This is an optimization exercise on Yosys and OpenROAD, whose aim is small area, a short achievable clock period and few clock cycles per item, not a production implementation.
At most, simulation tests tie the RTL to the original design; equivalence was not proved.
No activity file was given, so power comes from the tool's default toggle rates.

before:
## booth_multiplier
module booth_multiplier(clk, reset_n, multiplier, multiplicand, op_start, op_clear, result, op_done);
clock: 6.0 ns
lec_check: 0
cap_margin: 20
core_margin: 2
core_utilization: 40
setup_slack_margin: 3.3
slew_margin: 20
synth_hierarchical: 1
run.sh (not shown) runs the stock make flow with config.mk's settings and CLKGATE_MAP_FILE= SYNTH_SCRIPT=/design/flow/synth_recipe.tcl, a recipe that flattens the netlist after the stock synthesis.
[inputs] after vs before
==> flow/flow/run.sh (new file) <==
#!/bin/bash
# Standard layout, except that the port buffers are plain buffers (buf_2)
# instead of the delay buffers buffer_ports picks by default.
bash standard.sh "BUFFER_PORTS_ARGS=-buffer_cell sky130_fd_sc_hd__buf_2" finish > standard.log 2>&1
==> flow/standard.sh (new file) <==
#!/bin/bash
# synth_recipe.tcl (not shown) runs the flow's synth.tcl, then flattens the netlist and writes it again
# the make line also repeats each setting of config.mk as NAME=value (left out here)
make -C /OpenROAD-flow-scripts/flow DESIGN_CONFIG=/design/flow/config.mk WORK_HOME=/design/flow/orfs CLKGATE_MAP_FILE= SYNTH_SCRIPT=/design/flow/synth_recipe.tcl "${@:-finish}"
removed: flow/run.sh
Comparing before and after, the lower share of the cycle needed by the critical path after routing was measured on before.
Cell with the biggest individual delay on the critical path: sky130_fd_sc_hd__dfxtp_2 -> after, sky130_fd_sc_hd__dfxtp_4 -> before
The clock-pin slew on the worst setup and hold paths was comparable across before and after.
[after] clock buffer count rose about 2% relative to before
No run of this note included a check of the RTL's function; only the layout flow was run.

---

## quartz
Another version of the RTL of booth_multiplier (not shown whole).
For scale: about 2,500 cells after synthesis, about 260 I/O pins, about 0.027 mm^2 of cells after synthesis.
==> flow/design.v (excerpt) <==
module booth_multiplier(clk, reset_n, multiplier, multiplicand, op_start, op_clear, result, op_done);
	input clk, reset_n, op_start, op_clear;
	input [63:0] multiplier, multiplicand;
	output op_done;
	output [127:0] result;
	reg busy, fin, done;
	reg [2:0] cnt;
	wire idle = ~(busy | fin | done);
	wire last = (cnt == 3'd7);
	always @(posedge clk or negedge reset_n)
		if (!reset_n) begin
			busy <= 1'b0; fin <= 1'b0; done <= 1'b0;
		end else if (op_clear) begin
			busy <= 1'b0; fin <= 1'b0; done <= 1'b0;
		end else begin
			busy <= idle ? op_start : (busy & ~last);
			fin <= busy & last;
			done <= fin | done;
		end
	always @(posedge clk)
		cnt <= busy ? cnt + 1'b1 : 3'd0;
	reg [63:0] B;       
	reg [63:0] lo;      
	reg [63:0] S;       
	reg [62:0] C;       
	reg [7:0] DS, DC;  
	reg cf;             
	wire [8:0] eb = idle ? {multiplier[7:0], 1'b0} : lo[15:7];
	wire [3:0] n_one, n_two, n_neg;
	genvar g;
	generate for (g = 0; g < 4; g = g + 1) begin : enc
		assign n_one[g] = eb[2*g+1] ^ eb[2*g];
		assign n_two[g] = (eb[2*g+2] & ~eb[2*g+1] & ~eb[2*g]) | (~eb[2*g+2] & eb[2*g+1] & eb[2*g]);
		assign n_neg[g] = eb[2*g+2];
	end endgenerate
	reg [3:0] e_one, e_two, e_neg;     
	wire [3:0] n_nz = n_one | n_two;
	always @(posedge clk) begin
  ...
export LEC_CHECK = 0
export CAP_MARGIN = 20
export CORE_MARGIN = 2
export CORE_UTILIZATION = 50
export CTS_CLUSTER_DIAMETER = 100
export CTS_CLUSTER_SIZE = 20
export SETUP_SLACK_MARGIN = 3.3
export SLEW_MARGIN = 20
export SYNTH_HIERARCHICAL = 1
create_clock -name core_clock -period 6.0 [get_ports {clk}]
standard.sh (not shown) runs the stock make flow with config.mk's settings and CLKGATE_MAP_FILE= SYNTH_SCRIPT=/design/flow/synth_recipe.tcl, a recipe that flattens the netlist after the stock synthesis.
==> flow/flow/run.sh <==
#!/bin/bash
# Standard layout with two changes: the port buffers are plain buffers (buf_1)
# instead of delay buffers, and synthesis leaves adders to abc (no full-adder
# cells). Registers are untouched by either change.
bash standard.sh ADDER_MAP_FILE= "BUFFER_PORTS_ARGS=-buffer_cell sky130_fd_sc_hd__buf_1" finish > standard.log 2>&1
Testbench counts of quartz, summed over its fixed seeds: cycles 5,760, items 480.
[inputs] cedar vs quartz
- CTS_CLUSTER_DIAMETER changed from 100 to 80
- CTS_CLUSTER_SIZE changed from 20 to 16
- CORE_UTILIZATION changed from 50 to 40
==> flow/flow/run.sh <==
#!/bin/bash
# Standard layout with two changes: the port buffers are plain buffers (buf_2)
# instead of delay buffers, and synthesis leaves adders to abc (no full-adder
# cells). Registers are untouched by either change.
bash standard.sh ADDER_MAP_FILE= "BUFFER_PORTS_ARGS=-buffer_cell sky130_fd_sc_hd__buf_2" finish > standard.log 2>&1
Results
- Power: cedar > quartz
- Going from quartz to cedar, the global-route usage was found to have gone down by 5.0 points.
- Relative to quartz, the arrival time at the worst endpoint of cedar is higher by 0.10 ns.
- cedar: full flow OK, the timing, DRC and antenna checks passed
- From quartz to cedar the numbers moved as follows: sum of net half-perimeters after detailed placement went up, routed wire length increased about 1.1%.
--- input diff cedar..lagoon ---
- a change of CTS_CLUSTER_SIZE from 16 to 20
- a change of CORE_UTILIZATION from 40 to 45
- a change of CTS_CLUSTER_DIAMETER from 80 to 100
### Flow results
Cmp cedar and lagoon / post-placement cell count / lower: lagoon
Summary of lagoon over cedar: time the worst path needs with I/O delays and setup now sits at about the same level; worst-case vdd ir drop rose by 11%; total internal power lower.
Initial core utilization | lagoon above cedar
lagoon ended up with fewer standard cells than cedar.
The higher combinational cell fraction of total power came out of lagoon.
Comparing cedar and lagoon, portion of the layout cell area used by clock cells is lower on lagoon.
Worst slack at placement improves in lagoon relative to cedar.
#### Input delta (harbor over lagoon)
- CORE_UTILIZATION: 45 -> 40
- CTS_CLUSTER_SIZE: 20 -> unset
- SETUP_SLACK_MARGIN: 3.3 -> 3.4
- CTS_CLUSTER_DIAMETER: 100 -> unset
Results
From lagoon to harbor the numbers moved as follows: sequential share of layout area lower; worst path buffer plus inverter count lower. As far as multi-input logic cell count is concerned, lagoon and harbor perform about the same. Delta (harbor minus lagoon): minimum setup slack after placement increased by 0.18 ns relative to the old numbers, power increased by about 6% relative to the old numbers, number of nets in the layout increased by 39 relative to the old numbers, number of buffers created by CTS increased by 68% relative to the old numbers.

==> afterwards: timing with drivers on the ports <==
How much do the figures lean on ideal ports? The routed layouts below were timed once more, with nothing changed but the port constraints.
Step 1, drivers: a clkbuf_16 drives clk and a buf_2 each remaining input, both assumed.
Step 2 adds t to the input delays and takes it off the output delays; t is the mean of the earliest and latest rising clock arrival at the registers after step 1. Input paths then give back, and output paths get back, about the clock's delay inside the block.
Three values: ideal, step 1, step 2; two values: the first two.
run | t (ns) | slack for setup (ns) | hold WS [ns] | worst setup path at the end | pins driven straight from the clock port
before | 0.639 | 2.906 / 2.906 / 2.906 | 0.466 / 0.466 / 0.466 | register to register | 1
after | 0.626 | 2.877 / 2.877 / 2.877 | 0.405 / 0.394 / 0.447 | register to register | 1
quartz | 0.609 | 3.328 / 3.328 / 3.328 | 0.432 / 0.418 / 0.535 | register to register | 1
cedar | 0.671 | 3.278 / 3.278 / 3.278 | 0.358 / 0.347 / 0.505 | register to register | 1
lagoon | 0.647 | 3.278 / 3.278 / 3.278 | 0.377 / 0.350 / 0.498 | register to register | 1
harbor | 0.622 | 3.355 / 3.355 / 3.355 | 0.408 / 0.403 / 0.490 | register to register | 1
After both steps setup and hold are still met in every run listed.
